From an optimization exercise on the open Yosys and OpenROAD flow, aimed at small area; shortcuts taken in it are not production practice.
RTL that was checked went through simulation tests only; none was proved equivalent to the original.
The RTL of runs 2 to 5 was laid out without a check of its function.
No activity file was given, so power comes from the tool's default toggle rates.

## design/flow/flow/run.sh

```bash
#!/bin/bash
# Layout flow: the standard flow (standard.sh) for every step, with these
# changes in how the layout is made:
#  - synthesis maps the logic with an area-oriented ABC script (abc_area.script
#    here, in place of ORFS's) and leaves adders to ABC (no ADDER_MAP_FILE);
#    the rest of synthesis is ORFS's, unchanged, so the registers are the
#    standard synthesis's;
#  - port buffers are sky130_fd_sc_hd__buf_1 (every port still gets one);
#  - clock tree synthesis leaves out dummy loads and uses clkbuf_8 buffers with
#    small sink clusters.
# Each step's full output goes to a log file in the work folder.
set -euo pipefail
WORK=$(pwd)
cp -r "$FLOW_HOME/scripts" "$WORK/scripts_own"
cp "$WORK/flow/abc_area.script" "$WORK/scripts_own/abc_area.script"
SCRIPTS_DIR="$WORK/scripts_own" ADDER_MAP_FILE= bash standard.sh synth > "$WORK/log_synth.txt" 2>&1
export BUFFER_PORTS_ARGS="-buffer_cell sky130_fd_sc_hd__buf_1"
export CTS_ARGS="-sink_clustering_enable -repair_clock_nets -dont_use_dummy_load -sink_clustering_size 16 -sink_clustering_max_diameter 50 -buf_list sky130_fd_sc_hd__clkbuf_8"
bash standard.sh finish > "$WORK/log_layout.txt" 2>&1
```

## design/flow/flow/abc_area.script

```
strash
dch
map -a
mfs2 -a
strash
&get -n
&dch
&nf -R 1000
&put
topo
```

## design/flow/standard.sh

```bash
#!/bin/bash
# synth_recipe.tcl (not shown) runs the flow's synth.tcl, then flattens the netlist and writes it again
# the make line also repeats each setting of config.mk as NAME=value (left out here)
make -C /OpenROAD-flow-scripts/flow DESIGN_CONFIG=/design/flow/config.mk WORK_HOME=/design/flow/orfs CLKGATE_MAP_FILE= SYNTH_SCRIPT=/design/flow/synth_recipe.tcl "${@:-finish}"
```

## design/flow/config.mk

```make
export PLATFORM = sky130hd
export DESIGN_NAME = zigbee_rx_back
export DESIGN_NICKNAME = zigbee_rx_back
export VERILOG_FILES = /design/flow/design.v
export SDC_FILE = /design/flow/constraint.sdc
export NUM_CORES = 4
export LEC_CHECK = 0
export ABC_AREA = 1
export CAP_MARGIN = 20
export CORE_MARGIN = 2
export CORE_UTILIZATION = 65
export PLACE_DENSITY = 0.75
export SLEW_MARGIN = 20
```

## design/flow/constraint.sdc

```tcl
create_clock -name core_clock -period 10.0 [get_ports {clk_i}]
set_input_delay 2.0000 -clock core_clock [delete_from_list [all_inputs] [get_ports {clk_i}]]
set_output_delay 2.0000 -clock core_clock [all_outputs]
set_load 0.01 [all_outputs]
```

## design/flow/design.v

```verilog
module zigbee_cordic_dec(input wire [4:0] ibb, input wire [4:0] qbb, output wire [3:0] d);
  wire n_new_n100;
  wire n_new_n101;
  wire n_new_n102;
  wire n_new_n103;
  wire n_new_n104;
  wire n_new_n105;
  wire n_new_n107;
  wire n_new_n108;
  wire n_new_n109;
  wire n_new_n110;
  wire n_new_n111;
  wire n_new_n112;
  wire n_new_n113;
  wire n_new_n114;
  wire n_new_n115;
  wire n_new_n116;
  wire n_new_n117;
  wire n_new_n118;
  wire n_new_n119;
  wire n_new_n120;
  wire n_new_n121;
  wire n_new_n122;
  wire n_new_n123;
  wire n_new_n124;
  wire n_new_n125;
  wire n_new_n126;
  wire n_new_n127;
  wire n_new_n128;
  wire n_new_n129;
  wire n_new_n130;
  wire n_new_n131;
  wire n_new_n132;
  wire n_new_n133;
  wire n_new_n134;
  wire n_new_n135;
  wire n_new_n136;
  wire n_new_n137;
  wire n_new_n138;
  wire n_new_n139;
  wire n_new_n140;
  wire n_new_n141;
  wire n_new_n142;
  wire n_new_n143;
  wire n_new_n144;
  wire n_new_n145;
  wire n_new_n146;
  wire n_new_n147;
  wire n_new_n148;
  wire n_new_n149;
  wire n_new_n15;
  wire n_new_n150;
  wire n_new_n151;
  wire n_new_n152;
  wire n_new_n153;
  wire n_new_n154;
  wire n_new_n155;
  wire n_new_n156;
  wire n_new_n157;
  wire n_new_n158;
  wire n_new_n159;
  wire n_new_n16;
  wire n_new_n160;
  wire n_new_n161;
  wire n_new_n162;
  wire n_new_n163;
  wire n_new_n164;
  wire n_new_n165;
  wire n_new_n166;
  wire n_new_n167;
  wire n_new_n168;
  wire n_new_n169;
  wire n_new_n17;
  wire n_new_n170;
  wire n_new_n171;
  wire n_new_n172;
  wire n_new_n173;
  wire n_new_n174;
  wire n_new_n175;
  wire n_new_n176;
  wire n_new_n177;
  wire n_new_n178;
  wire n_new_n179;
  wire n_new_n18;
  wire n_new_n180;
  wire n_new_n181;
  wire n_new_n182;
  wire n_new_n183;
  wire n_new_n184;
  wire n_new_n185;
  wire n_new_n186;
  wire n_new_n187;
  wire n_new_n188;
  wire n_new_n189;
  wire n_new_n19;
  wire n_new_n190;
  wire n_new_n191;
  wire n_new_n192;
  wire n_new_n193;
  wire n_new_n194;
  wire n_new_n195;
  wire n_new_n196;
  wire n_new_n197;
  wire n_new_n198;
  wire n_new_n199;
  wire n_new_n20;
  wire n_new_n200;
  wire n_new_n201;
  wire n_new_n202;
  wire n_new_n203;
  wire n_new_n204;
  wire n_new_n205;
  wire n_new_n206;
  wire n_new_n207;
  wire n_new_n208;
  wire n_new_n209;
  wire n_new_n21;
  wire n_new_n210;
  wire n_new_n211;
  wire n_new_n212;
  wire n_new_n213;
  wire n_new_n214;
  wire n_new_n215;
  wire n_new_n217;
  wire n_new_n218;
  wire n_new_n219;
  wire n_new_n22;
  wire n_new_n220;
  wire n_new_n221;
  wire n_new_n222;
  wire n_new_n223;
  wire n_new_n23;
  wire n_new_n24;
  wire n_new_n25;
  wire n_new_n26;
  wire n_new_n27;
  wire n_new_n28;
  wire n_new_n29;
  wire n_new_n30;
  wire n_new_n31;
  wire n_new_n32;
  wire n_new_n33;
  wire n_new_n34;
  wire n_new_n35;
  wire n_new_n36;
  wire n_new_n37;
  wire n_new_n38;
  wire n_new_n39;
  wire n_new_n40;
  wire n_new_n41;
  wire n_new_n42;
  wire n_new_n43;
  wire n_new_n44;
  wire n_new_n45;
  wire n_new_n46;
  wire n_new_n47;
  wire n_new_n48;
  wire n_new_n49;
  wire n_new_n50;
  wire n_new_n52;
  wire n_new_n53;
  wire n_new_n54;
  wire n_new_n55;
  wire n_new_n56;
  wire n_new_n57;
  wire n_new_n58;
  wire n_new_n59;
  wire n_new_n60;
  wire n_new_n61;
  wire n_new_n62;
  wire n_new_n63;
  wire n_new_n64;
  wire n_new_n65;
  wire n_new_n66;
  wire n_new_n67;
  wire n_new_n68;
  wire n_new_n69;
  wire n_new_n70;
  wire n_new_n71;
  wire n_new_n72;
  wire n_new_n73;
  wire n_new_n74;
  wire n_new_n75;
  wire n_new_n76;
  wire n_new_n77;
  wire n_new_n78;
  wire n_new_n79;
  wire n_new_n80;
  wire n_new_n81;
  wire n_new_n82;
  wire n_new_n83;
  wire n_new_n84;
  wire n_new_n85;
  wire n_new_n86;
  wire n_new_n87;
  wire n_new_n88;
  wire n_new_n89;
  wire n_new_n90;
  wire n_new_n91;
  wire n_new_n92;
  wire n_new_n93;
  wire n_new_n94;
  wire n_new_n95;
  wire n_new_n96;
  wire n_new_n97;
  wire n_new_n98;
  wire n_new_n99;
  assign n_new_n15 = (~qbb[0] & ~qbb[1]);
  assign n_new_n16 = (ibb[4] & ~n_new_n15);
  assign n_new_n17 = (qbb[2] & ~n_new_n16);
  assign n_new_n18 = (~qbb[2] & n_new_n16);
  assign n_new_n19 = (~n_new_n17 & ~n_new_n18);
  assign n_new_n20 = (~ibb[0] & ~ibb[1]);
  assign n_new_n21 = (ibb[4] & ~n_new_n20);
  assign n_new_n22 = (ibb[2] & ~n_new_n21);
  assign n_new_n23 = (~ibb[2] & n_new_n21);
  assign n_new_n24 = (~n_new_n22 & ~n_new_n23);
  assign n_new_n25 = (~n_new_n19 & n_new_n24);
  assign n_new_n26 = (n_new_n19 & ~n_new_n24);
  assign n_new_n27 = (~n_new_n25 & ~n_new_n26);
  assign n_new_n28 = (ibb[0] & qbb[0]);
  assign n_new_n29 = (ibb[4] & qbb[0]);
  assign n_new_n30 = (qbb[1] & ~n_new_n29);
  assign n_new_n31 = (~qbb[1] & n_new_n29);
  assign n_new_n32 = (~n_new_n30 & ~n_new_n31);
  assign n_new_n33 = (ibb[0] & ibb[4]);
  assign n_new_n34 = (ibb[1] & ~n_new_n33);
  assign n_new_n35 = (~ibb[1] & n_new_n33);
  assign n_new_n36 = (~n_new_n34 & ~n_new_n35);
  assign n_new_n37 = (n_new_n32 & ~n_new_n36);
  assign n_new_n38 = (~n_new_n32 & n_new_n36);
  assign n_new_n39 = (~n_new_n37 & ~n_new_n38);
  assign n_new_n40 = (n_new_n28 & ~n_new_n39);
  assign n_new_n41 = (~n_new_n32 & ~n_new_n36);
  assign n_new_n42 = (~n_new_n40 & ~n_new_n41);
  assign n_new_n43 = (~n_new_n27 & n_new_n42);
  assign n_new_n44 = (n_new_n27 & ~n_new_n42);
  assign n_new_n45 = (~n_new_n43 & ~n_new_n44);
  assign n_new_n46 = (~qbb[2] & n_new_n15);
  assign n_new_n47 = (~qbb[3] & n_new_n46);
  assign n_new_n48 = (ibb[4] & ~n_new_n47);
  assign n_new_n49 = (~qbb[4] & ~n_new_n48);
  assign n_new_n50 = (ibb[4] & qbb[4]);
  assign d[3] = ~((~n_new_n49 & ~n_new_n50));
  assign n_new_n52 = (~n_new_n45 & ~d[3]);
  assign n_new_n53 = (~n_new_n28 & n_new_n39);
  assign n_new_n54 = (ibb[0] & n_new_n53);
  assign n_new_n55 = (~n_new_n37 & ~n_new_n54);
  assign n_new_n56 = (n_new_n27 & n_new_n55);
  assign n_new_n57 = (~n_new_n27 & ~n_new_n55);
  assign n_new_n58 = (d[3] & ~n_new_n57);
  assign n_new_n59 = (~n_new_n56 & n_new_n58);
  assign n_new_n60 = (~n_new_n52 & ~n_new_n59);
  assign n_new_n61 = (~n_new_n40 & ~n_new_n53);
  assign n_new_n62 = (qbb[0] & ~d[3]);
  assign n_new_n63 = (~n_new_n61 & n_new_n62);
  assign n_new_n64 = (n_new_n61 & ~n_new_n62);
  assign n_new_n65 = (~n_new_n63 & ~n_new_n64);
  assign n_new_n66 = (~n_new_n45 & d[3]);
  assign n_new_n67 = (qbb[0] & n_new_n53);
  assign n_new_n68 = (~n_new_n38 & ~n_new_n67);
  assign n_new_n69 = (~n_new_n27 & ~n_new_n68);
  assign n_new_n70 = (n_new_n27 & n_new_n68);
  assign n_new_n71 = (~d[3] & ~n_new_n70);
  assign n_new_n72 = (~n_new_n69 & n_new_n71);
  assign n_new_n73 = (~n_new_n66 & ~n_new_n72);
  assign n_new_n74 = (n_new_n65 & n_new_n73);
  assign n_new_n75 = (qbb[4] & n_new_n47);
  assign n_new_n76 = (d[3] & ~n_new_n75);
  assign n_new_n77 = (~n_new_n25 & ~n_new_n56);
  assign n_new_n78 = (~ibb[2] & n_new_n20);
  assign n_new_n79 = (ibb[4] & ~n_new_n78);
  assign n_new_n80 = (ibb[3] & ~n_new_n79);
  assign n_new_n81 = (~ibb[3] & n_new_n79);
  assign n_new_n82 = (~n_new_n80 & ~n_new_n81);
  assign n_new_n83 = (ibb[4] & ~n_new_n46);
  assign n_new_n84 = (qbb[3] & ~n_new_n83);
  assign n_new_n85 = (~qbb[3] & n_new_n83);
  assign n_new_n86 = (~n_new_n84 & ~n_new_n85);
  assign n_new_n87 = (n_new_n82 & ~n_new_n86);
  assign n_new_n88 = (n_new_n77 & ~n_new_n87);
  assign n_new_n89 = (~n_new_n82 & n_new_n86);
  assign n_new_n90 = (~ibb[3] & ibb[4]);
  assign n_new_n91 = (n_new_n78 & n_new_n90);
  assign n_new_n92 = (n_new_n76 & ~n_new_n91);
  assign n_new_n93 = (~n_new_n76 & n_new_n91);
  assign n_new_n94 = (~n_new_n92 & ~n_new_n93);
  assign n_new_n95 = (~n_new_n89 & ~n_new_n94);
  assign n_new_n96 = (~n_new_n88 & n_new_n95);
  assign n_new_n97 = (n_new_n76 & ~n_new_n96);
  assign n_new_n98 = (n_new_n19 & n_new_n24);
  assign n_new_n99 = (~n_new_n43 & ~n_new_n98);
  assign n_new_n100 = (~n_new_n82 & n_new_n99);
  assign n_new_n101 = (n_new_n86 & ~n_new_n100);
  assign n_new_n102 = (n_new_n82 & ~n_new_n99);
  assign n_new_n103 = (~n_new_n101 & ~n_new_n102);
  assign n_new_n104 = (~d[3] & ~n_new_n91);
  assign n_new_n105 = (~n_new_n103 & n_new_n104);
  assign d[2] = (~n_new_n97 & ~n_new_n105);
  assign n_new_n107 = (~n_new_n74 & d[2]);
  assign n_new_n108 = (~n_new_n87 & ~n_new_n89);
  assign n_new_n109 = (~n_new_n26 & ~n_new_n70);
  assign n_new_n110 = (~d[3] & ~n_new_n109);
  assign n_new_n111 = (d[3] & ~n_new_n99);
  assign n_new_n112 = (~n_new_n110 & ~n_new_n111);
  assign n_new_n113 = (n_new_n108 & ~n_new_n112);
  assign n_new_n114 = (~n_new_n108 & n_new_n112);
  assign n_new_n115 = (~n_new_n113 & ~n_new_n114);
  assign n_new_n116 = (n_new_n107 & n_new_n115);
  assign n_new_n117 = (~n_new_n107 & ~n_new_n115);
  assign n_new_n118 = (~n_new_n116 & ~n_new_n117);
  assign n_new_n119 = (~n_new_n60 & n_new_n118);
  assign n_new_n120 = (n_new_n60 & ~n_new_n118);
  assign n_new_n121 = (~n_new_n119 & ~n_new_n120);
  assign n_new_n122 = (~n_new_n65 & d[2]);
  assign n_new_n123 = (n_new_n73 & ~n_new_n122);
  assign n_new_n124 = (~n_new_n73 & n_new_n122);
  assign n_new_n125 = (~n_new_n123 & ~n_new_n124);
  assign n_new_n126 = (ibb[0] & d[3]);
  assign n_new_n127 = (n_new_n61 & ~n_new_n126);
  assign n_new_n128 = (~n_new_n61 & n_new_n126);
  assign n_new_n129 = (~n_new_n127 & ~n_new_n128);
  assign n_new_n130 = (~n_new_n125 & n_new_n129);
  assign n_new_n131 = (n_new_n125 & ~n_new_n129);
  assign n_new_n132 = (~n_new_n130 & ~n_new_n131);
  assign n_new_n133 = (~ibb[0] & ~qbb[0]);
  assign n_new_n134 = (~n_new_n28 & ~n_new_n133);
  assign n_new_n135 = (~n_new_n65 & n_new_n134);
  assign n_new_n136 = (n_new_n132 & ~n_new_n135);
  assign n_new_n137 = (~n_new_n130 & ~n_new_n136);
  assign n_new_n138 = (n_new_n121 & n_new_n137);
  assign n_new_n139 = (~n_new_n121 & ~n_new_n137);
  assign n_new_n140 = (~n_new_n138 & ~n_new_n139);
  assign n_new_n141 = (~n_new_n89 & n_new_n109);
  assign n_new_n142 = (~n_new_n87 & ~n_new_n141);
  assign n_new_n143 = (~d[3] & ~n_new_n142);
  assign n_new_n144 = (d[3] & n_new_n103);
  assign n_new_n145 = (~n_new_n143 & ~n_new_n144);
  assign n_new_n146 = (n_new_n94 & ~n_new_n145);
  assign n_new_n147 = (~n_new_n94 & n_new_n145);
  assign n_new_n148 = (~n_new_n146 & ~n_new_n147);
  assign n_new_n149 = (n_new_n60 & n_new_n129);
  assign n_new_n150 = (d[2] & ~n_new_n149);
  assign n_new_n151 = (~d[3] & ~n_new_n99);
  assign n_new_n152 = (d[3] & ~n_new_n77);
  assign n_new_n153 = (~n_new_n151 & ~n_new_n152);
  assign n_new_n154 = (n_new_n108 & ~n_new_n153);
  assign n_new_n155 = (~n_new_n108 & n_new_n153);
  assign n_new_n156 = (~n_new_n154 & ~n_new_n155);
  assign n_new_n157 = (n_new_n150 & n_new_n156);
  assign n_new_n158 = (~n_new_n150 & ~n_new_n156);
  assign n_new_n159 = (~n_new_n157 & ~n_new_n158);
  assign n_new_n160 = (~n_new_n73 & ~n_new_n159);
  assign n_new_n161 = (~n_new_n65 & ~n_new_n133);
  assign n_new_n162 = (d[2] & ~n_new_n129);
  assign n_new_n163 = (n_new_n60 & n_new_n162);
  assign n_new_n164 = (~n_new_n60 & ~n_new_n162);
  assign n_new_n165 = (n_new_n65 & ~n_new_n134);
  assign n_new_n166 = (~n_new_n129 & n_new_n165);
  assign n_new_n167 = (~n_new_n164 & ~n_new_n166);
  assign n_new_n168 = (~n_new_n163 & n_new_n167);
  assign n_new_n169 = (~n_new_n161 & ~n_new_n168);
  assign n_new_n170 = (n_new_n73 & n_new_n159);
  assign n_new_n171 = (~n_new_n160 & ~n_new_n170);
  assign n_new_n172 = (~n_new_n169 & n_new_n171);
  assign n_new_n173 = (~n_new_n160 & ~n_new_n172);
  assign n_new_n174 = (n_new_n149 & ~n_new_n156);
  assign n_new_n175 = (n_new_n173 & ~n_new_n174);
  assign n_new_n176 = (~n_new_n173 & n_new_n174);
  assign n_new_n177 = (~n_new_n175 & ~n_new_n176);
  assign n_new_n178 = (n_new_n115 & n_new_n177);
  assign n_new_n179 = (~n_new_n148 & n_new_n178);
  assign n_new_n180 = (n_new_n148 & ~n_new_n178);
  assign n_new_n181 = (~n_new_n179 & ~n_new_n180);
  assign n_new_n182 = (n_new_n140 & ~n_new_n181);
  assign n_new_n183 = (~n_new_n119 & ~n_new_n138);
  assign n_new_n184 = (n_new_n74 & ~n_new_n115);
  assign n_new_n185 = (d[2] & ~n_new_n184);
  assign n_new_n186 = (~n_new_n148 & ~n_new_n185);
  assign n_new_n187 = (n_new_n148 & n_new_n185);
  assign n_new_n188 = (~n_new_n186 & ~n_new_n187);
  assign n_new_n189 = (~n_new_n156 & ~n_new_n188);
  assign n_new_n190 = (n_new_n156 & n_new_n188);
  assign n_new_n191 = (~n_new_n189 & ~n_new_n190);
  assign n_new_n192 = (n_new_n183 & ~n_new_n191);
  assign n_new_n193 = (~n_new_n183 & n_new_n191);
  assign n_new_n194 = (~n_new_n192 & ~n_new_n193);
  assign n_new_n195 = (~n_new_n140 & ~n_new_n194);
  assign n_new_n196 = (~n_new_n182 & ~n_new_n195);
  assign n_new_n197 = (n_new_n169 & ~n_new_n171);
  assign n_new_n198 = (~n_new_n172 & ~n_new_n197);
  assign n_new_n199 = (~n_new_n165 & n_new_n198);
  assign n_new_n200 = (~n_new_n135 & ~n_new_n199);
  assign n_new_n201 = (~n_new_n132 & ~n_new_n200);
  assign n_new_n202 = (~n_new_n136 & ~n_new_n201);
  assign n_new_n203 = (~n_new_n115 & ~n_new_n177);
  assign n_new_n204 = (~n_new_n178 & ~n_new_n203);
  assign n_new_n205 = (~n_new_n202 & ~n_new_n204);
  assign n_new_n206 = (n_new_n136 & n_new_n199);
  assign n_new_n207 = (n_new_n198 & ~n_new_n206);
  assign n_new_n208 = (~n_new_n205 & n_new_n207);
  assign n_new_n209 = (n_new_n202 & n_new_n204);
  assign n_new_n210 = (~n_new_n140 & ~n_new_n181);
  assign n_new_n211 = (~n_new_n209 & ~n_new_n210);
  assign n_new_n212 = (~n_new_n208 & n_new_n211);
  assign n_new_n213 = (~n_new_n196 & ~n_new_n212);
  assign n_new_n214 = (d[2] & n_new_n186);
  assign n_new_n215 = (~n_new_n190 & ~n_new_n214);
  assign d[1] = ~((~n_new_n193 & n_new_n215));
  assign n_new_n217 = (~n_new_n213 & d[1]);
  assign n_new_n218 = (~n_new_n202 & n_new_n204);
  assign n_new_n219 = (~n_new_n206 & ~n_new_n218);
  assign n_new_n220 = (~n_new_n182 & n_new_n219);
  assign n_new_n221 = (~n_new_n140 & n_new_n181);
  assign n_new_n222 = (n_new_n194 & ~n_new_n221);
  assign n_new_n223 = (~n_new_n220 & n_new_n222);
  assign d[0] = ~((~n_new_n217 & ~n_new_n223));
endmodule
module zigbee_cordic_top (
	input  wire       reset_n,
	input  wire       clk,
	input  wire [4:0] ibb,
	input  wire [4:0] qbb,
	input  wire       iValid,
	output wire [4:0] wout,
	output wire       oValid
	);
	wire [3:0] d;
	zigbee_cordic_dec i_dec (.ibb(ibb), .qbb(qbb), .d(d));
	reg [4:0] dec_s0, dec_s1, dec_s2;
	reg v_s0, v_s1, v_s2;
	always @(posedge clk) begin
		dec_s0 <= {ibb[4], d};
		dec_s1 <= dec_s0;
		dec_s2 <= dec_s1;
	end
	always @(posedge clk, negedge reset_n) begin
		if (!reset_n) begin
			v_s0 <= 0;
			v_s1 <= 0;
			v_s2 <= 0;
		end else begin
			v_s0 <= iValid;
			v_s1 <= v_s0;
			v_s2 <= v_s1;
		end
	end
	assign wout = {~(dec_s2[4] ^ dec_s2[3]), ~dec_s2[3], dec_s2[2:0]};
	assign oValid = v_s2;
endmodule
module bit_recovery(
	input  logic       clk,
	input  logic       resetn,
	input  logic [4:0] phase,
	input  logic       ph_valid,
	output logic       data_bits
	);
	logic [4:0] phase_q, phase_diff;
	logic v1, v2, overflow, enable, bit_new;
	assign enable = v1 & ~v2;
	assign phase_diff = phase - phase_q;
	assign overflow = (phase[4] ^ phase_q[4]) ? 1'b0 : (phase_diff[4] ^ phase[4]);
	assign bit_new = overflow ? data_bits : ~phase_diff[4];
	always_ff @(posedge clk, negedge resetn) begin
		if (~resetn) begin
			v1 <= 0;
			v2 <= 0;
			phase_q <= 0;
			data_bits <= 0;
		end else begin
			v1 <= ph_valid;
			v2 <= v1;
			if (enable) begin
				phase_q <= phase;
				data_bits <= bit_new;
			end
		end
	end
endmodule
module cdr(
	input  logic clk,
	input  logic resetn_i,
	input  logic data_i,
	output logic data_en_o,
	output logic take_o
	);
	logic fall_q;
	logic T_w, E_w;
	logic q1, q2, q3, q4;
	logic [4:0] count;
	logic [4:0] cycles;
	logic en_rise_w, en_fall_w;
	assign T_w = q1 ^ q2;
	assign E_w = q2 ^ q4;
	assign cycles = ~T_w ? 5'd24 : (E_w ? 5'd25 : 5'd23);
	assign en_rise_w = count == 12;
	assign en_fall_w = count == cycles;
	assign take_o = fall_q;
	always_ff @(posedge clk, negedge resetn_i) begin
		if (~resetn_i) begin
			q1 <= 0;
			q2 <= 0;
			q3 <= 0;
			q4 <= 0;
			fall_q <= 0;
			count <= 24;
			data_en_o <= 0;
		end else begin
			if (en_rise_w) begin
				q1 <= data_i;
				q2 <= q1;
				q4 <= q3;
			end
			if (en_fall_w) begin
				q3 <= data_i;
				count <= 0;
			end else
				count <= count + 1;
			fall_q <= en_fall_w;
			data_en_o <= fall_q;
		end
	end
endmodule
module bit_recovery_CDR(
	input  logic       clk,
	input  logic       resetn,
	input  logic [4:0] phase_i,
	input  logic       ph_valid_i,
	output logic       data_en_o,
	output logic       take_o,
	output logic       data_w
	);
	bit_recovery i_bit_recovery(
		.clk(clk), .resetn(resetn), .phase(phase_i), .ph_valid(ph_valid_i), .data_bits(data_w));
	cdr i_cdr(
		.clk(clk), .resetn_i(resetn), .data_i(data_w), .data_en_o(data_en_o), .take_o(take_o));
endmodule
module fifo_rx (
	input  logic       clk,
	input  logic       reset_n,
	input  logic       en_cdr,
	input  logic       take,
	input  logic       data_in,
	input  logic       psel,
	input  logic       pwrite,
	input  logic       penable,
	output logic       pslverr,
	output logic [7:0] prdata,
	output logic       bit_o
	);
	logic [7:0] ring [0:3][0:15];
	logic [7:0] head [0:3];
	logic [8:0] sr;
	logic [2:0] i;
	logic [6:0] wr_ptr, rd_ptr, rd_next;
	logic [3:0] x0, x1;
	logic pending;
	logic full, empty, wr_en, rd_en, adv, byp;
	logic [7:0] stg;
	logic [3:0] ins;
	assign empty = wr_ptr == rd_ptr;
	assign full = (wr_ptr[5:0] == rd_ptr[5:0]) && (wr_ptr[6] != rd_ptr[6]);
	assign pslverr = empty;
	assign wr_en = en_cdr && (i == 1);
	assign bit_o = sr[8];
	assign rd_en = psel && penable && !pwrite && !empty;
	assign adv = rd_en || (full && wr_en);
	assign rd_next = rd_ptr + 7'd4 + adv;
	assign stg = sr[7:0];
	assign byp = pending && (rd_ptr[5:0] + 6'd1 == wr_ptr[5:0]);
	always_comb begin
		for (integer b = 0; b < 4; b++)
			ins[b] = pending && (wr_ptr[5:0] == 6'(61 + b));
	end
	assign x0 = rd_next[5:2];
	assign x1 = rd_next[5:2] + 4'd1;
	always_ff @(posedge clk)
		if (take)
			sr[0] <= sr[1];
	always_ff @(posedge clk) begin
		for (integer b = 0; b < 4; b++) begin
			logic [3:0] x;
			logic [7:0] d0;
			d0 = ins[b] ? stg : ring[b][15];
			ring[b][0] <= d0;
			for (integer k = 1; k < 16; k++)
				ring[b][k] <= ring[b][k-1];
			x = (b < rd_next[1:0]) ? x1 : x0;
			if (x[1:0] == 0) begin
				case (x[3:2])
					2'd0: head[b] <= d0;
					2'd1: head[b] <= ring[b][3];
					2'd2: head[b] <= ring[b][7];
					default: head[b] <= ring[b][11];
				endcase
			end
		end
	end
	always_ff @(posedge clk, negedge reset_n) begin
		if (~reset_n) begin
			sr[8:1] <= 0;
			i <= 0;
			wr_ptr <= 0;
			rd_ptr <= 0;
			pending <= 0;
			prdata <= 0;
		end else begin
			if (take) begin
				sr[8:1] <= {data_in, sr[8:2]};
				i <= i + 1;
			end
			wr_ptr <= wr_ptr + 7'd4 + wr_en;
			rd_ptr <= rd_next;
			if (wr_en)
				pending <= 1;
			else if (|ins)
				pending <= 0;
			if (rd_en)
				prdata <= byp ? stg : head[rd_ptr[1:0]];
			else
				prdata <= 0;
		end
	end
endmodule
module zigbee_rx_back (
  input  logic       clk_i,
  input  logic       resetn_i,
  input  logic [4:0] ibb_i,
  input  logic [4:0] qbb_i,
  input  logic       iq_valid_i,
  input  logic       psel_i,
  input  logic       penable_i,
  input  logic       pwrite_i,
  output logic [7:0] prdata_o,
  output logic       pslverr_o,
  output logic       bit_o,
  output logic       bit_en_o
);
  logic [4:0] cordic_phase;
  logic       cordic_valid;
  logic       cdr_bit;
  logic       cdr_take;
  logic       cdr_valid;
  zigbee_cordic_top i_cordic (
    .reset_n(resetn_i), .clk(clk_i), .ibb(ibb_i), .qbb(qbb_i), .iValid(iq_valid_i),
    .wout(cordic_phase), .oValid(cordic_valid));
  bit_recovery_CDR i_cdr (
    .clk(clk_i), .resetn(resetn_i), .phase_i(cordic_phase), .ph_valid_i(cordic_valid),
    .data_en_o(cdr_valid), .take_o(cdr_take), .data_w(cdr_bit));
  fifo_rx i_fifo_rx (
    .clk(clk_i), .reset_n(resetn_i), .en_cdr(cdr_valid), .take(cdr_take), .data_in(cdr_bit),
    .psel(psel_i), .pwrite(pwrite_i), .penable(penable_i),
    .pslverr(pslverr_o), .prdata(prdata_o), .bit_o(bit_o));
  assign bit_en_o = cdr_valid;
endmodule
```

==> results of run 1 <==
kinds of logic (layout without fill, tap and decap cells):
group           count (synthesis)  after routing  synth area share, %
flops                         616            616                 81.1
simple gates                  214            214                 5.87
mux                            50             50                 3.50
buf+inv                        17             91                0.400
fa+ha+maj                       1              1               0.0627
xor+xnor                       62             62                 3.40
compound gates                122            122                 5.63
registers in the layout (all words and copies together) (netlist names), 3 cells and up:
signal and count:
i_fifo_rx.i 3, i_fifo_rx.ring 512, i_fifo_rx.sr 9, i_cordic.dec_s2 5, i_fifo_rx.rd_ptr 7, i_cdr.i_bit_recovery.phase_q 5
i_fifo_rx.prdata 8, i_fifo_rx.wr_ptr 7, i_cordic.dec_s1 5, i_cdr.i_cdr.count 5, i_cordic.dec_s0 5, i_fifo_rx.head 32
critical path: cells and delay by family:
| family | cells | cell delay (ns) |
|---|---|---|
| and+or+nand+nor | 7 | 1.01 |
| AOI/OAI and AO/OA | 6 | 1.11 |
| xor gates and xnor gates | 3 | 0.66 |
| adders and majority gates | 1 | 0.33 |
| muxes | 1 | 0.73 |
| buffers and inverters | 3 | 0.42 |
metal layers:
metal / global-route usage, % / share of wire, %
met5: 0 / 0.075
met4: 6.84 / 2.3
met3: 4.00 / 4.5
met2: 31.6 / 45
met1: 29.2 / 48
metrics by stage:
step | hold WS (ns) | worst slack, ns | util (%) | power, mW
after global routing | 0.270 | 3.61 | 70.8 | 5.05
after detailed placement | 0.312 | 3.70 | 68.2 | 3.77
final | 0.268 | 4.24 | 70.8 | 4.81
after floorplan | 0.310 | 4.40 | - | 3.46
after global placement | 0.310 | 3.92 | 68.2 | 3.74
after CTS | 0.265 | 4.30 | 70.8 | 4.84
power by group through the flow:
stage,clock network [mW],registers (mW),logic (mW)
after detailed placement,0,2.88,0.888
after global placement,0,2.88,0.859
after floorplan,0,2.81,0.643
after global routing,1.22,2.85,0.991
after CTS,1.12,2.83,0.890
final,1.09,2.83,0.893
synthesized netlist by cell type (4+ instances only):
master	count	share of area, %
a31oi_1	9	0.35
mux2_1	46	3.2
nor2b_1	13	0.51
clkinv_1	17	0.40
nand2b_1	10	0.39
edfxtp_1	33	6.2
o21a_1	4	0.19
nand2_1	114	2.7
o21bai_1	6	0.28
o21ai_0	20	0.63
a21o_1	4	0.19
xnor2_1	39	2.1
and2_0	7	0.27
dfxtp_1	527	66
dfrtp_1	54	8.5
mux2i_1	4	0.25
nor2_1	40	0.94
nand3_1	8	0.25
a222oi_1	41	2.6
xor2_1	23	1.3
a21oi_1	26	0.82
nor3_1	8	0.25
nand4_1	6	0.24
layout make-up:
cell class                      count  area [µm²]  area share, %
Inverter                           17        63.8          0.373
Multi-Input combinational cell    449        2950           17.2
Timing Repair Buffer               28         114          0.665
Tap cell                          324         405           2.37
Sequential cell                   616       12900           75.6
Clock buffer                       46         633           3.70
path summary, 6_finish.rpt:
check,startpoint,to,cells past startpoint
setup / recovery,qbb_i[0],i_cordic.dec_s0[0],21
hold / removal,i_cordic.dec_s0[3],i_cordic.dec_s1[3],0
setup reg to reg,i_fifo_rx.rd_ptr[4],i_fifo_rx.head[1][7],13
hold reg to reg,i_cordic.dec_s0[3],i_cordic.dec_s1[3],0
max in group asynchronous,resetn_i,i_fifo_rx.pending,2
min in group asynchronous,resetn_i,i_cdr.i_cdr.q2,2
==> impl_metrics.json, run 1 <==
{
  "vias_per_cell": 5.18,
  "ys_seq_area_share_pct": 81.1,
  "ant_nets": 0,
  "tritoncts": "yes",
  "port_buffers": 26,
  "drc": 0,
  "dr.pass1.iters": 6,
  "worstSetupStartpointType": "input pin",
  "cts_setup_buffers": 0,
  "synth_warnings": 6,
  "layout_min_cycle_time_ns": 5.76,
  "gr-total-overflow": 0,
  "initial_utilization_pct": 66.0,
  "synth_ff_type": "dfxtp_1",
  "drive_gt1_share_pct": 4.50,
  "final_cell_mix": "527 x dfxtp_1, 114 x nand2_1, 54 x dfrtp_1, 46 x mux2_1, 46 x clkbuf_8",
  "ys_seq_elements": 616,
  "crit_type": "input pin to flop",
  "crit_arrival_ns": 6.26,
  "htreeDepth": 2,
  "finalClockSkew_ns": 0.0536,
  "fin_cells": 1480,
  "critPathMaxStageDelay_ns": 0.73,
  "p_clk_share_pct": 22.7,
  "dieArea_um2": 25800,
  "fp.coreArea_um2": 24200,
  "fill_cells": 1574,
  "drt_iter0_markers": 604,
  "swShare_pct": 30.1,
  "cts_root_buf": "clkbuf_8",
  "synth_nets": 1098,
  "power_density_nw_per_um2": 281,
  "grt_use_total_pct": 20.4,
  "grt_pass1_wl_um": 40800,
  "crit_fanout": 14,
  "rows": 57,
  "syn-mean-instance-area_um2": 14.7,
  "async_flop_share_pct": 9.09,
  "combPwrFrac_pct": 18.6,
  "antenna_found_initial": 1,
  "reg2reg_slack_ns": 5.18,
  "worstPathCellList": "buf_1 -> nor4_1 -> nor2_1 -> mux2i_1 -> nand2_1 -> xnor2_1 -> nand2_1 -> a21oi_1 -> o32a_1 -> clkinv_1 -> nor2_1 -> xnor2_1 -> o21a_1 -> maj3_1 -> a31oi_1 -> nand2_1 -> xnor2_1 -> clkinv_1 -> o21ai_0 -> nor2_1 -> o22ai_1",
  "netlist_instances": 1082,
  "slew_headroom_pct": 34.8,
  "hp-class": "flop to flop",
  "synth_cell_types": 41,
  "max_freq_mhz": 174,
  "hold_viol": 0,
  "p_seq_share_pct": 58.8,
  "internal-power_mw": 3.36,
  "dp_hpwl_um": 16300,
  "wl_per_cell_um": 17.1,
  "placed_cells": 1434,
  "maxSlewViolCount": 0,
  "critPathRequiredTime_ns": 10.50,
  "slowest_stage": "mux2i_1",
  "clkTransAtPathRegs_ns": 0.09,
  "worst_pin_slew_ns": 0.974,
  "cts.path.max_buffers": 3,
  "p_sw_mw": 1.45,
  "ctsHoldBuffers": 0,
  "io_pins": 27,
  "area_growth_pct": 7.25,
  "period_share_pct": 57.6,
  "outcome": "complete, no violations",
  "dr_total_vias": 7669,
  "fin_setup_tns_ns": 0,
  "design_area_um2": 17100,
  "clk_latency_ns": 0.57,
  "syn_area_um2": 16000,
  "diodes": 0,
  "final_common_cell": "dfxtp_1",
  "cts_resized": 0,
  "cts_buffers": 46,
  "dpl_cell_area_um2": 16500,
  "end_kind": "flop",
  "place.gp.congestion": 0.888,
  "grt_max_degree": 57,
  "drv_cap": 0,
  "routed_wl_um": 25300,
  "chipWidth_um": 161,
  "power_leakage_nw": 6.88,
  "grt_pass1_vias": 7728,
  "die_y_um": 161,
  "clkSinkCount": 616,
  "synth-edff-count": 33,
  "ir_drop_mv": 0.182,
  "rsz0062_at_grt": "no",
  "setup_viol": 0,
  "layout.nets": 1174
}
==> run 2, diff against run 1 <==
--- a/design/flow/design.v
+++ b/design/flow/design.v
@@ -552,25 +552,26 @@
 	logic [7:0] head [0:3];
 	logic [8:0] sr;
 	logic [2:0] i;
-	logic [6:0] wr_ptr, rd_ptr, rd_next;
+	logic [5:0] wr_ptr, rd_ptr, rd_next;
+	logic last_wr;
 	logic [3:0] x0, x1;
 	logic pending;
 	logic full, empty, wr_en, rd_en, adv, byp;
 	logic [7:0] stg;
 	logic [3:0] ins;
-	assign empty = wr_ptr == rd_ptr;
-	assign full = (wr_ptr[5:0] == rd_ptr[5:0]) && (wr_ptr[6] != rd_ptr[6]);
+	assign empty = (wr_ptr == rd_ptr) && !last_wr;
+	assign full = (wr_ptr == rd_ptr) && last_wr;
 	assign pslverr = empty;
 	assign wr_en = en_cdr && (i == 1);
 	assign bit_o = sr[8];
 	assign rd_en = psel && penable && !pwrite && !empty;
 	assign adv = rd_en || (full && wr_en);
-	assign rd_next = rd_ptr + 7'd4 + adv;
+	assign rd_next = rd_ptr + 6'd4 + adv;
 	assign stg = sr[7:0];
-	assign byp = pending && (rd_ptr[5:0] + 6'd1 == wr_ptr[5:0]);
+	assign byp = pending && (rd_ptr + 6'd1 == wr_ptr);
 	always_comb begin
 		for (integer b = 0; b < 4; b++)
-			ins[b] = pending && (wr_ptr[5:0] == 6'(61 + b));
+			ins[b] = pending && (wr_ptr == 6'(61 + b));
 	end
 	assign x0 = rd_next[5:2];
 	assign x1 = rd_next[5:2] + 4'd1;
@@ -602,6 +603,7 @@
 			i <= 0;
 			wr_ptr <= 0;
 			rd_ptr <= 0;
+			last_wr <= 0;
 			pending <= 0;
 			prdata <= 0;
 		end else begin
@@ -609,9 +611,13 @@
 				sr[8:1] <= {data_in, sr[8:2]};
 				i <= i + 1;
 			end
-			wr_ptr <= wr_ptr + 7'd4 + wr_en;
+			wr_ptr <= wr_ptr + 6'd4 + wr_en;
 			rd_ptr <= rd_next;
 			if (wr_en)
+				last_wr <= 1;
+			else if (adv)
+				last_wr <= 0;
+			if (wr_en)
 				pending <= 1;
 			else if (|ins)
 				pending <= 0;
--- a/design/flow/flow/run.sh
+++ b/design/flow/flow/run.sh
@@ -15,5 +15,5 @@
 cp "$WORK/flow/abc_area.script" "$WORK/scripts_own/abc_area.script"
 SCRIPTS_DIR="$WORK/scripts_own" ADDER_MAP_FILE= bash standard.sh synth > "$WORK/log_synth.txt" 2>&1
 export BUFFER_PORTS_ARGS="-buffer_cell sky130_fd_sc_hd__buf_1"
-export CTS_ARGS="-sink_clustering_enable -repair_clock_nets -dont_use_dummy_load -sink_clustering_size 16 -sink_clustering_max_diameter 50 -buf_list sky130_fd_sc_hd__clkbuf_8"
+export CTS_ARGS="-sink_clustering_enable -repair_clock_nets -dont_use_dummy_load -sink_clustering_size 24 -sink_clustering_max_diameter 40 -buf_list sky130_fd_sc_hd__clkbuf_8"
 bash standard.sh finish > "$WORK/log_layout.txt" 2>&1
==> impl_metrics.json, run 2 <==
{
  "chipWidth_um": 160,
  "hold_viol": 0,
  "syn_area_um2": 15900,
  "worst_pin_slew_ns": 0.868,
  "rsz0062_at_grt": "no",
  "ctsHoldBuffers": 0,
  "synth_ff_type": "dfxtp_1",
  "ys_seq_area_share_pct": 81.3,
  "ant_nets": 0,
  "ys_top_cells_by_area": "dfxtp_1 66%, dfrtp_1 8.3%, edfxtp_1 6.2%, mux2_1 3.3%, nand2_1 2.7%",
  "area_growth_pct": 7.00,
  "synth.most_common_cell": "dfxtp_1",
  "cts.path.max_buffers": 3,
  "routed_wl_um": 24500,
  "drv_cap": 0,
  "period_share_pct": 55.4,
  "synth_warnings": 6,
  "top_layer": "met4",
  "grt_max_degree": 56,
  "dr.pass1.iters": 6,
  "antenna_found_initial": 0,
  "final_cell_mix": "527 x dfxtp_1, 113 x nand2_1, 53 x dfrtp_1, 47 x mux2_1, 44 x nor2_1",
  "slowest_stage": "nor2_1",
  "cts_buffers": 42,
  "dp_hpwl_um": 16000,
  "top_register": "i_fifo_rx.ring",
  "drt_iter0_markers": 781,
  "layout.nets": 1170,
  "vias_per_cell": 5.18,
  "crit_arrival_ns": 6.00,
  "async_flop_share_pct": 8.94,
  "final_common_cell": "dfxtp_1",
  "grt_pass1_wl_um": 39000,
  "fin_setup_tns_ns": 0,
  "synth_fa_ha_area_share_pct": 0.0630,
  "synth_top_cell_by_area": "dfxtp_1",
  "yosys.area_share.xor_xnor_pct": 3.36,
  "m1WireLength_um": 12000,
  "reg.largest.list": "i_fifo_rx.ring (512), i_fifo_rx.head (32), i_fifo_rx.sr (9)",
  "wl_per_cell_um": 16.6,
  "grt_pass1_vias": 7437,
  "outcome": "complete, no violations",
  "gr-total-overflow": 0,
  "end_kind": "flop",
  "slew_headroom_pct": 41.9,
  "design_area_um2": 17000,
  "synth_top_area_share_pct": 66.4,
  "fp.coreArea_um2": 24200,
  "cts_resized": 0,
  "largest_reg_flops": 512,
  "dr_total_vias": 7650,
  "initial_utilization_pct": 65.8,
  "worstPathCellList": "buf_1 -> nand3b_1 -> or2_0 -> clkinv_1 -> a31oi_1 -> nor2_1 -> o21ai_0 -> xor2_1 -> clkinv_1 -> xor2_1 -> clkinv_1 -> nor2_1 -> a222oi_1 -> nand2_1",
  "netlist_instances": 1080,
  "syn-mean-instance-area_um2": 14.7,
  "clkSinkCount": 615,
  "critPathMaxStageDelay_ns": 0.67,
  "hp-class": "flop to flop",
  "clk_latency_ns": 0.61,
  "dpl_cell_area_um2": 16400,
  "synth_top_family_by_area": "simple AND/OR/NAND/NOR gates",
  "synth_cell_types": 43,
  "clkTransAtPathRegs_ns": 0.10,
  "ir_drop_mv": 0.130,
  "io_pins": 27,
  "cts_root_buf": "clkbuf_8",
  "layout_min_cycle_time_ns": 5.54,
  "synth_common_cells": "527 x dfxtp_1, 113 x nand2_1, 53 x dfrtp_1, 47 x mux2_1, 44 x nor2_1",
  "htreeDepth": 2,
  "synth_nets": 1096,
  "diodes": 0,
  "crit_fanout": 8,
  "die_y_um": 160,
  "rows": 57,
  "max_freq_mhz": 180,
  "grt_use_total_pct": 19.5,
  "ys_seq_elements": 615,
  "wl_met3_um": 1360,
  "fill_cells": 1631,
  "power_density_nw_per_um2": 281,
  "power_leakage_nw": 6.85,
  "tritoncts": "yes",
  "synthMuxAreaShare_pct": 3.39,
  "cpMostUsedCell": "clkinv_1",
  "port_buffers": 26,
  "synth-compound-area-share_pct": 5.44,
  "critPathRequiredTime_ns": 10.46,
  "dieArea_um2": 25700,
  "drive_gt1_share_pct": 4.25,
  "worstSetupStartpointType": "input pin",
  "setup_viol": 0,
  "crit_type": "input pin to flop",
  "place.gp.congestion": 0.912,
  "cts_setup_buffers": 0,
  "maxSlewViolCount": 0,
  "yosys.area_share.simple_pct": 6.09,
  "finalClockSkew_ns": 0.0998,
  "dr_wl_met2_um": 10500,
  "synth-edff-count": 33,
  "drc": 0
}
==> run 2: area by class of cell <==
class,count,area [µm²],area share (%)
Multi-Input combinational cell,448,2920,17.1
Inverter,17,63.8,0.375
Sequential cell,615,12900,75.9
Timing Repair Buffer,30,129,0.758
Tap cell,324,405,2.38
Clock buffer,42,578,3.40
==> run 2: path summary, 6_finish.rpt <==
check	start	endpoint	slack, ns	cells past startpoint
max in group asynchronous	resetn_i	i_fifo_rx.rd_ptr[2]	7.96	2
hold reg to reg	i_cordic.dec_s0[3]	i_cordic.dec_s1[3]	0.28	0
hold / removal	i_cordic.dec_s0[3]	i_cordic.dec_s1[3]	0.28	0
setup reg to reg	i_fifo_rx.wr_ptr[4]	i_fifo_rx.head[1][6]	4.65	16
setup / recovery	pwrite_i	i_fifo_rx.head[1][6]	4.46	14
min in group asynchronous	resetn_i	i_fifo_rx.sr[5]	1.53	2
==> run 2: worst max-delay path: cells and delay by family <==
family | cells | cell delay [ns]
xor gates and xnor gates | 2 | 1.00
and+or+nand+nor | 5 | 1.38
buffers and inverters | 4 | 0.76
AOI/OAI and AO/OA | 3 | 0.86
==> run 2: logic make-up after synthesis <==
family,count (synthesis)
adder cells (fa/ha/maj),1
AO/OA/AOI/OAI,119
multiplexers,48
flip-flops,615
AND/OR/NAND/NOR,219
buffers and inverters,17
XOR/XNOR,61
==> run 2: routing by layer <==
metal,vias up,global-route usage [%]
met5,-,0
met4,0,6.43
met3,47,3.49
met2,173,29.5
met1,3639,28.8
li1,3791,-
==> run 2: where the power goes <==
group	switching, mW	internal, mW
logic	0.643	0.277
clock network	0.659	0.378
registers	0.163	2.66
total	1.47	3.31
==> run 2: through the flow <==
step	hold WS, ns	util, %	total power, mW	instances	worst slack [ns]
3_5_place_dp	0.312	68.0	3.79	1434	3.98
6_report	0.276	70.4	4.78	1476	4.46
5_1_grt	0.273	70.4	5.01	1476	4.10
3_3_place_gp	0.310	68.0	3.76	1434	4.13
4_1_cts	0.273	70.4	4.81	1476	4.59
2_1_floorplan	0.310	-	3.44	1080	4.71
==> run 3, diff against run 2 <==
--- a/design/flow/flow/run.sh
+++ b/design/flow/flow/run.sh
@@ -15,5 +15,5 @@
 cp "$WORK/flow/abc_area.script" "$WORK/scripts_own/abc_area.script"
 SCRIPTS_DIR="$WORK/scripts_own" ADDER_MAP_FILE= bash standard.sh synth > "$WORK/log_synth.txt" 2>&1
 export BUFFER_PORTS_ARGS="-buffer_cell sky130_fd_sc_hd__buf_1"
-export CTS_ARGS="-sink_clustering_enable -repair_clock_nets -dont_use_dummy_load -sink_clustering_size 24 -sink_clustering_max_diameter 40 -buf_list sky130_fd_sc_hd__clkbuf_8"
+export CTS_ARGS="-sink_clustering_enable -repair_clock_nets -dont_use_dummy_load -sink_clustering_size 32 -sink_clustering_max_diameter 40 -buf_list sky130_fd_sc_hd__clkbuf_16"
 bash standard.sh finish > "$WORK/log_layout.txt" 2>&1
==> impl_metrics.json, run 3 <==
{
  "ff2ff_path_depth": 15,
  "ctsHoldBuffers": 0,
  "place.gp.congestion": 0.912,
  "cts_setup_buffers": 0,
  "antenna_found_initial": 0,
  "drc": 0,
  "final_cell_mix": "527 x dfxtp_1, 113 x nand2_1, 53 x dfrtp_1, 47 x mux2_1, 44 x nor2_1",
  "critPathBufInv": 4,
  "cts_resized": 0,
  "dieArea_um2": 25700,
  "critPathMaxStageDelay_ns": 0.66,
  "io_pins": 27,
  "drt_iter0_markers": 788,
  "worst_pin_slew_ns": 0.850,
  "outcome": "complete, no violations",
  "grt_pass1_vias": 7662,
  "max_freq_mhz": 178,
  "min_path_cells": 0,
  "crit_arrival_ns": 6.03,
  "reg2reg_slack_ns": 4.66,
  "synth_cell_types": 43,
  "initial_utilization_pct": 65.8,
  "synth_nets": 1096,
  "final_common_cell": "dfxtp_1",
  "synth-edff-count": 33,
  "largest_reg_flops": 512,
  "dr_total_vias": 7706,
  "worst_slack_ns": 4.37,
  "grt_use_total_pct": 20.3,
  "dp_hpwl_um": 16000,
  "synth.most_common_cell": "dfxtp_1",
  "slew_headroom_pct": 43.1,
  "ir_drop_mv": 0.184,
  "fin_setup_tns_ns": 0,
  "end_kind": "flop",
  "syn_area_um2": 15900,
  "syn-mean-instance-area_um2": 14.7,
  "ant_nets": 0,
  "hold_viol": 0,
  "worstSetupStartpointType": "input pin",
  "fill_cells": 1559,
  "reg.largest.list": "i_fifo_rx.ring (512), i_fifo_rx.head (32), i_fifo_rx.sr (9)",
  "diodes": 0,
  "cpMostUsedCell": "clkinv_1",
  "synth_ff_type": "dfxtp_1",
  "dpl_worst_slack_ns": 3.98,
  "rsz0062_at_grt": "no",
  "layout_min_cycle_time_ns": 5.63,
  "slowest_stage": "nor2_1",
  "power_density_nw_per_um2": 297,
  "ys_top_cells_by_area": "dfxtp_1 66%, dfrtp_1 8.3%, edfxtp_1 6.2%, mux2_1 3.3%, nand2_1 2.7%",
  "area_growth_pct": 9.81,
  "gr-total-overflow": 0,
  "rr_endpoint": "i_fifo_rx.head[1][6]",
  "dr.pass1.iters": 7,
  "tritoncts": "yes",
  "hold-path-endpoint": "i_cordic.dec_s1[3]",
  "port_buffers": 26,
  "wl_per_cell_um": 17.2,
  "synth_top_cell_by_area": "dfxtp_1",
  "die_y_um": 160,
  "htreeDepth": 2,
  "startpoint": "pwrite_i",
  "vias_per_cell": 5.22,
  "critPathRequiredTime_ns": 10.40,
  "grt_pass1_wl_um": 40600,
  "fp.coreArea_um2": 24200,
  "finalClockSkew_ns": 0.0375,
  "ys_seq_elements": 615,
  "drive_gt1_share_pct": 4.17,
  "crit_type": "input pin to flop",
  "ys_seq_area_share_pct": 81.3,
  "power_leakage_nw": 7.06,
  "crit_family": "simple AND/OR/NAND/NOR gates",
  "chipWidth_um": 160,
  "grt_max_degree": 56,
  "synth_top_area_share_pct": 66.4,
  "layout.nets": 1169,
  "routed_wl_um": 25400,
  "async_flop_share_pct": 8.94,
  "rows": 57,
  "maxSlewViolCount": 0,
  "hp-start": "i_cordic.dec_s0[3]",
  "reg2reg_from": "i_fifo_rx.rd_ptr[5]",
  "cts_buffers": 41,
  "crit_fanout": 8,
  "setup_viol": 0,
  "synth_common_cells": "527 x dfxtp_1, 113 x nand2_1, 53 x dfrtp_1, 47 x mux2_1, 44 x nor2_1",
  "period_share_pct": 56.3,
  "cts_root_buf": "clkbuf_16",
  "netlist_instances": 1080,
  "clk_latency_ns": 0.54,
  "cts.path.max_buffers": 3,
  "hp-class": "flop to flop",
  "clkTransAtPathRegs_ns": 0.07,
  "clkSinkCount": 615,
  "top_register": "i_fifo_rx.ring",
  "drv_cap": 0,
  "synth_warnings": 6,
  "worstPathCellList": "buf_1 -> nand3b_1 -> or2_0 -> clkinv_1 -> a31oi_1 -> nor2_1 -> o21ai_0 -> xor2_1 -> clkinv_1 -> xor2_1 -> clkinv_1 -> nor2_1 -> a222oi_1 -> nand2_1"
}
run 3: worst max-delay path by stage:
stage                                      end  slack (ns)  depth (start not counted)
after floorplan             i_cordic.dec_s0[0]        4.71                         20
after global placement    i_fifo_rx.head[1][6]        4.13                         14
after detailed placement  i_fifo_rx.head[1][6]        3.98                         14
after CTS                 i_fifo_rx.head[1][6]        4.47                         14
after global routing        i_cordic.dec_s0[0]        4.04                         22
final                     i_fifo_rx.head[1][6]        4.37                         14
run 3: logic make-up after synthesis:
group / after synthesis / synth area share, %
compound gates: 119 / 5.44
xor+xnor: 61 / 3.36
fa+ha+maj: 1 / 0.0630
buf+inv: 17 / 0.401
flops: 615 / 81.3
mux: 48 / 3.39
simple gates: 219 / 6.09
run 3: worst reg2reg max path: stages, from the launching register on:
cell and delay (ns):
dfrtp_1 0.46, xnor2_1 0.31, nand4b_1 0.16, nor4_1 0.41, or2_0 0.36, clkinv_1 0.19
a31oi_1 0.37, nor2_1 0.16, o21ai_0 0.24, xor2_1 0.56, clkinv_1 0.41, xor2_1 0.45
clkinv_1 0.13, nor2_1 0.66, a222oi_1 0.27, nand2_1 0.11
run 3: area by class of cell:
type / count / area (µm²) / area share (%)
well taps: 324 / 405 / 2.32
multi-input cells: 448 / 2920 / 16.7
inverters: 17 / 63.8 / 0.365
clock buffers: 41 / 1030 / 5.88
repair buffers: 30 / 129 / 0.738
flip-flops and latches: 615 / 12900 / 74.0
run 3: through the flow:
stage          std cells  hold slack [ns]  power [mW]  cell area (µm²)  util, %
2_1_floorplan       1080            0.310        3.44            15900        -
3_3_place_gp        1434            0.310        3.76            16400     68.0
3_5_place_dp        1434            0.312        3.79            16400     68.0
4_1_cts             1475            0.289        5.22            17500     72.2
5_1_grt             1475            0.299        5.43            17500     72.2
6_report            1475            0.290        5.18            17500     72.2
run 3: where the power goes:
group | switching [mW] | leakage, nW | internal, mW
logic | 0.648 | 1.29 | 0.277
registers | 0.162 | 5.26 | 2.66
clock network | 0.708 | 0.505 | 0.725
total | 1.52 | 7.06 | 3.66
run 3: routing by layer:
| layer | up-vias | track usage [%] | share of wire, % |
|---|---|---|---|
| li1 | 3795 | - | - |
| met1 | 3683 | 29.5 | 47 |
| met2 | 192 | 32.1 | 45 |
| met3 | 36 | 3.33 | 5.7 |
| met4 | 0 | 5.65 | 1.9 |
| met5 | - | 0 | 0 |
==> run 4, diff against run 3 <==
--- a/design/flow/flow/run.sh
+++ b/design/flow/flow/run.sh
@@ -15,5 +15,5 @@
 cp "$WORK/flow/abc_area.script" "$WORK/scripts_own/abc_area.script"
 SCRIPTS_DIR="$WORK/scripts_own" ADDER_MAP_FILE= bash standard.sh synth > "$WORK/log_synth.txt" 2>&1
 export BUFFER_PORTS_ARGS="-buffer_cell sky130_fd_sc_hd__buf_1"
-export CTS_ARGS="-sink_clustering_enable -repair_clock_nets -dont_use_dummy_load -sink_clustering_size 32 -sink_clustering_max_diameter 40 -buf_list sky130_fd_sc_hd__clkbuf_16"
+export CTS_ARGS="-sink_clustering_enable -repair_clock_nets -dont_use_dummy_load -sink_clustering_size 12 -sink_clustering_max_diameter 40 -buf_list {sky130_fd_sc_hd__clkbuf_4 sky130_fd_sc_hd__clkbuf_8}"
 bash standard.sh finish > "$WORK/log_layout.txt" 2>&1
==> impl_metrics.json, run 4 <==
{
  "period_share_pct": 56.0,
  "ir_drop_mv": 0.149,
  "critPathBufInv": 4,
  "ctsHoldBuffers": 0,
  "top_register": "i_fifo_rx.ring",
  "ys_seq_elements": 615,
  "critPathRequiredTime_ns": 10.47,
  "drive_gt1_share_pct": 5.73,
  "finalClockSkew_ns": 0.0401,
  "critPathMaxStageDelay_ns": 0.66,
  "synth_ff_type": "dfxtp_1",
  "reg2reg_from": "i_fifo_rx.rd_ptr[5]",
  "grt_pass1_vias": 7795,
  "power_leakage_nw": 6.98,
  "maxSlewViolCount": 0,
  "grt_use_total_pct": 20.0,
  "ff2ff_path_depth": 15,
  "io_pins": 27,
  "final_cell_mix": "527 x dfxtp_1, 113 x nand2_1, 60 x clkbuf_8, 53 x dfrtp_1, 47 x mux2_1",
  "reg.largest.list": "i_fifo_rx.ring (512), i_fifo_rx.head (32), i_fifo_rx.sr (9)",
  "synth_top_area_share_pct": 66.4,
  "wl_per_cell_um": 16.7,
  "area_growth_pct": 8.55,
  "cts.path.max_buffers": 3,
  "die_y_um": 160,
  "cts_setup_buffers": 0,
  "dpl_cell_area_um2": 16400,
  "dr.pass1.iters": 7,
  "netlist_instances": 1080,
  "ant_nets": 0,
  "crit_arrival_ns": 6.07,
  "port_buffers": 26,
  "initial_utilization_pct": 65.8,
  "final_common_cell": "dfxtp_1",
  "drc": 0,
  "reg2reg_slack_ns": 4.58,
  "antenna_found_initial": 0,
  "cpMostUsedCell": "clkinv_1",
  "end_kind": "flop",
  "design_area_um2": 17300,
  "drv_cap": 0,
  "htreeDepth": 2,
  "largest_reg_flops": 512,
  "layout.nets": 1188,
  "syn_area_um2": 15900,
  "cts_resized": 0,
  "worstSetupStartpointType": "input pin",
  "crit_fanout": 8,
  "slew_headroom_pct": 43.4,
  "fin_setup_tns_ns": 0,
  "clk_latency_ns": 0.60,
  "outcome": "complete, no violations",
  "rr_endpoint": "i_fifo_rx.head[1][6]",
  "cts_buffers": 60,
  "grt_max_degree": 56,
  "place.gp.congestion": 0.912,
  "routed_wl_um": 25000,
  "power_density_nw_per_um2": 288,
  "cts_root_buf": "clkbuf_8",
  "worst_pin_slew_ns": 0.845,
  "hp-start": "i_cordic.dec_s0[3]",
  "hold_viol": 0,
  "synth_common_cells": "527 x dfxtp_1, 113 x nand2_1, 53 x dfrtp_1, 47 x mux2_1, 44 x nor2_1",
  "chipWidth_um": 160,
  "ys_seq_area_share_pct": 81.3,
  "dieArea_um2": 25700,
  "synth_top_cell_by_area": "dfxtp_1",
  "hp-class": "flop to flop",
  "rsz0062_at_grt": "no",
  "fp.coreArea_um2": 24200,
  "gr-total-overflow": 0,
  "max_freq_mhz": 179,
  "dp_hpwl_um": 16000,
  "synth-edff-count": 33,
  "worstPathCellList": "buf_1 -> nand3b_1 -> or2_0 -> clkinv_1 -> a31oi_1 -> nor2_1 -> o21ai_0 -> xor2_1 -> clkinv_1 -> xor2_1 -> clkinv_1 -> nor2_1 -> a222oi_1 -> nand2_1",
  "tritoncts": "yes",
  "synth.most_common_cell": "dfxtp_1",
  "synth_nets": 1096,
  "diodes": 0,
  "setup_viol": 0,
  "min_path_cells": 0,
  "ys_top_cells_by_area": "dfxtp_1 66%, dfrtp_1 8.3%, edfxtp_1 6.2%, mux2_1 3.3%, nand2_1 2.7%",
  "drt_iter0_markers": 867,
  "synth_warnings": 6,
  "syn-mean-instance-area_um2": 14.7,
  "dr_total_vias": 7827,
  "slowest_stage": "nor2_1",
  "grt_pass1_wl_um": 40300,
  "layout_min_cycle_time_ns": 5.60,
  "clkSinkCount": 615,
  "synth_cell_types": 43,
  "crit_family": "simple AND/OR/NAND/NOR gates",
  "rows": 57,
  "crit_type": "input pin to flop",
  "clkTransAtPathRegs_ns": 0.07,
  "hold-path-endpoint": "i_cordic.dec_s1[3]",
  "async_flop_share_pct": 8.94,
  "vias_per_cell": 5.24
}
==> run 4: cell counts after synthesis <==
Identical to the previous run, type by type.
==> run 4: final cells by class <==
cell class,count,area (µm²)
Clock buffer,60,826
Multi-Input combinational cell,448,2920
Fill cell,1582,6920
Sequential cell,615,12900
Inverter,17,63.8
Timing Repair Buffer,30,129
Tap cell,324,405
==> run 4: layer usage <==
metal,wire length [µm],track usage (%)
met1,12100,29.2
met2,10900,30.5
met3,1400,3.72
met4,595,7.17
met5,0,0
==> run 4: power breakdown <==
group          leakage [nW]  switching [mW]  internal, mW
sequential             5.26           0.163          2.66
clock                 0.431           0.696         0.531
combinational          1.29           0.645         0.277
==> run 4: stage by stage <==
stage                     hold slack [ns]  instances  setup slack (ns)  util [%]  power, mW
after CTS                           0.290       1494              4.54      71.4       5.00
after global routing                0.303       1494              4.10      71.4       5.22
after global placement              0.310       1434              4.13      68.0       3.76
after detailed placement            0.312       1434              3.98      68.0       3.79
final                               0.292       1494              4.40      71.4       4.97
after floorplan                     0.310       1080              4.71         -       3.44
==> run 4: logic make-up after synthesis <==
kind of cell | after synthesis | synth area share (%)
xor+xnor | 61 | 3.36
mux | 48 | 3.39
compound gates | 119 | 5.44
fa+ha+maj | 1 | 0.0630
buf+inv | 17 | 0.401
simple gates | 219 | 6.09
flops | 615 | 81.3
==> run 4: worst max path at each step <==
stage               depth (start not counted)      from  slack, ns                   end
floorplan                                  20  qbb_i[3]       4.71    i_cordic.dec_s0[0]
global placement                           14  pwrite_i       4.13  i_fifo_rx.head[1][6]
detailed placement                         14  pwrite_i       3.98  i_fifo_rx.head[1][6]
CTS                                        14  pwrite_i       4.54  i_fifo_rx.head[1][6]
global route                               22  qbb_i[0]       4.10    i_cordic.dec_s0[0]
finish                                     14  pwrite_i       4.40  i_fifo_rx.head[1][6]
==> run 5, diff against run 4 <==
--- a/design/flow/flow/run.sh
+++ b/design/flow/flow/run.sh
@@ -15,5 +15,5 @@
 cp "$WORK/flow/abc_area.script" "$WORK/scripts_own/abc_area.script"
 SCRIPTS_DIR="$WORK/scripts_own" ADDER_MAP_FILE= bash standard.sh synth > "$WORK/log_synth.txt" 2>&1
 export BUFFER_PORTS_ARGS="-buffer_cell sky130_fd_sc_hd__buf_1"
-export CTS_ARGS="-sink_clustering_enable -repair_clock_nets -dont_use_dummy_load -sink_clustering_size 12 -sink_clustering_max_diameter 40 -buf_list {sky130_fd_sc_hd__clkbuf_4 sky130_fd_sc_hd__clkbuf_8}"
+export CTS_ARGS="-sink_clustering_enable -repair_clock_nets -dont_use_dummy_load -sink_clustering_size 10 -sink_clustering_max_diameter 30 -buf_list sky130_fd_sc_hd__clkbuf_4"
 bash standard.sh finish > "$WORK/log_layout.txt" 2>&1
==> impl_metrics.json, run 5 <==
{
  "synth_top_cell_by_area": "dfxtp_1",
  "dpl_cell_area_um2": 16400,
  "worst_pin_slew_ns": 0.872,
  "ys_seq_elements": 615,
  "cts_buffers": 82,
  "power_leakage_nw": 6.93,
  "async_flop_share_pct": 8.94,
  "cts.path.max_buffers": 3,
  "gr-total-overflow": 0,
  "drv_cap": 0,
  "worst_slack_ns": 4.48,
  "period_share_pct": 55.2,
  "crit_fanout": 8,
  "drt_iter0_markers": 741,
  "reg2reg_slack_ns": 4.62,
  "ant_nets": 0,
  "slowest_stage": "nor2_1",
  "synth.most_common_cell": "dfxtp_1",
  "critPathBufInv": 4,
  "hp-class": "flop to flop",
  "p_seq_share_pct": 58.8,
  "synth_ff_type": "dfxtp_1",
  "layout.nets": 1210,
  "design_area_um2": 17100,
  "chipWidth_um": 160,
  "clkSinkCount": 615,
  "synth_nets": 1096,
  "initial_utilization_pct": 65.8,
  "grt_pass1_wl_um": 40100,
  "critPathMaxStageDelay_ns": 0.69,
  "syn_area_um2": 15900,
  "syn-mean-instance-area_um2": 14.7,
  "fin_total_pwr_mw": 4.80,
  "layout_min_cycle_time_ns": 5.52,
  "synth_cell_types": 43,
  "setup_viol": 0,
  "vias_per_cell": 5.23,
  "tritoncts": "yes",
  "synth-edff-count": 33,
  "grt_max_degree": 56,
  "crit_arrival_ns": 6.05,
  "dr.pass1.iters": 7,
  "drive_gt1_share_pct": 7.47,
  "slew_headroom_pct": 41.6,
  "cts_resized": 0,
  "dpl_worst_slack_ns": 3.98,
  "max_freq_mhz": 181,
  "area_growth_pct": 7.25,
  "worstSetupStartpointType": "input pin",
  "clk_latency_ns": 0.70,
  "wl_per_cell_um": 16.4,
  "top_register": "i_fifo_rx.ring",
  "dp_hpwl_um": 16000,
  "worstPathCellList": "buf_1 -> nand3b_1 -> or2_0 -> clkinv_1 -> a31oi_1 -> nor2_1 -> o21ai_0 -> xor2_1 -> clkinv_1 -> xor2_1 -> clkinv_1 -> nor2_1 -> a222oi_1 -> nand2_1",
  "largest_reg_flops": 512,
  "finalClockSkew_ns": 0.0930,
  "grt_use_total_pct": 20.1,
  "outcome": "complete, no violations",
  "ys_top_cells_by_area": "dfxtp_1 66%, dfrtp_1 8.3%, edfxtp_1 6.2%, mux2_1 3.3%, nand2_1 2.7%",
  "synth_top_area_share_pct": 66.4,
  "ys_seq_area_share_pct": 81.3,
  "htreeDepth": 3,
  "synth_warnings": 6,
  "netlist_instances": 1080,
  "rsz0062_at_grt": "no",
  "critPathRequiredTime_ns": 10.53,
  "p_clk_share_pct": 22.0,
  "swShare_pct": 31.0,
  "cpMostUsedCell": "clkinv_1",
  "hold_viol": 0,
  "ctsHoldBuffers": 0,
  "drc": 0,
  "die_y_um": 160,
  "grt_pass1_vias": 7910,
  "p_sw_mw": 1.49,
  "fp.coreArea_um2": 24200,
  "cts_root_buf": "clkbuf_4",
  "synth_common_cells": "527 x dfxtp_1, 113 x nand2_1, 53 x dfrtp_1, 47 x mux2_1, 44 x nor2_1",
  "final_common_cell": "dfxtp_1",
  "routed_wl_um": 24900,
  "maxSlewViolCount": 0,
  "reg.largest.list": "i_fifo_rx.ring (512), i_fifo_rx.head (32), i_fifo_rx.sr (9)",
  "io_pins": 27,
  "dieArea_um2": 25700,
  "combPwrFrac_pct": 19.2,
  "dr_total_vias": 7927,
  "fin_setup_tns_ns": 0,
  "antenna_found_initial": 1,
  "port_buffers": 26,
  "ir_drop_mv": 0.174,
  "crit_type": "input pin to flop",
  "clkTransAtPathRegs_ns": 0.10,
  "crit_family": "simple AND/OR/NAND/NOR gates",
  "internal-power_mw": 3.31,
  "power_density_nw_per_um2": 282,
  "end_kind": "flop",
  "cts_setup_buffers": 0,
  "whs_ns": 0.262,
  "place.gp.congestion": 0.912,
  "final_cell_mix": "527 x dfxtp_1, 113 x nand2_1, 82 x clkbuf_4, 53 x dfrtp_1, 47 x mux2_1",
  "fill_cells": 1648,
  "rows": 57
}
-- run 5: logic make-up after synthesis --
group | count (synthesis) | share of synthesized area, %
compound gates | 119 | 5.44
xor+xnor | 61 | 3.36
fa+ha+maj | 1 | 0.0630
buf+inv | 17 | 0.401
flops | 615 | 81.3
mux | 48 | 3.39
simple gates | 219 | 6.09
-- run 5: power groups by stage --
stage | clock [mW] | sequential, mW | combinational [mW]
global placement | 0 | 2.87 | 0.894
detailed placement | 0 | 2.87 | 0.917
finish | 1.06 | 2.82 | 0.924
global route | 1.20 | 2.84 | 1.02
floorplan | 0 | 2.80 | 0.640
CTS | 1.10 | 2.82 | 0.920
-- run 5: area by class of cell --
cell class              instances  area [µm²]  area share, %
multi-input cells             448        2920           17.1
repair buffers                 30         129          0.756
clock buffers                  82         616           3.61
diodes                          1        2.50         0.0147
well taps                     324         405           2.38
inverters                      17        63.8          0.374
flip-flops and latches        615       12900           75.8
-- run 5: path summary, 6_finish.rpt --
check | endpoint | start | cells after the start
min in group asynchronous | i_fifo_rx.sr[7] | resetn_i | 2
max in group asynchronous | i_fifo_rx.rd_ptr[1] | resetn_i | 2
max reg2reg | i_fifo_rx.head[1][6] | i_fifo_rx.wr_ptr[1] | 15
min reg2reg | i_fifo_rx.ring[22][1] | i_fifo_rx.ring[21][1] | 0
max | i_fifo_rx.head[1][6] | pwrite_i | 14
min | i_fifo_rx.ring[22][1] | i_fifo_rx.ring[21][1] | 0
-- run 5: layer usage --
layer	vias up	global-route usage, %	wire length (µm)
met5	-	0	0
met4	0	8.52	717
met3	57	4.73	1500
met2	226	29.7	10700
met1	3741	28.8	11900
li1	3903	-	-
-- run 5: metrics by stage --
| step | utilization (%) | std cells |
|---|---|---|
| after detailed placement | 68.0 | 1434 |
| after global routing | 70.5 | 1517 |
| after global placement | 68.0 | 1434 |
| final | 70.5 | 1517 |
| after floorplan | - | 1080 |
| after CTS | 70.5 | 1516 |

afterwards: timing with drivers on the ports:
The flow's constraints put no driver on any port. The routed layouts listed below were extracted and timed again, unchanged, in two steps. Step 1 assumes that a clkbuf_16 drives the clock port and a buf_2 every other input. Step 2 also shifts input and output timing later by t, the mid clock arrival at the registers, as if the neighbouring blocks saw the same clock. Three values: ideal, step 1, step 2; two values: the first two.
run | t (ns) | slack for setup (ns)
run 1 | 0.591 | 4.242 / 4.267 / 3.676
run 2 | 0.596 | 4.459 / 4.478 / 3.883
run 3 | 0.550 | 4.374 / 4.397 / 3.847
run 4 | 0.615 | 4.401 / 4.419 / 3.804
run 5 | 0.684 | 4.480 / 4.498 / 3.814
After both steps every run listed still meets setup and hold.
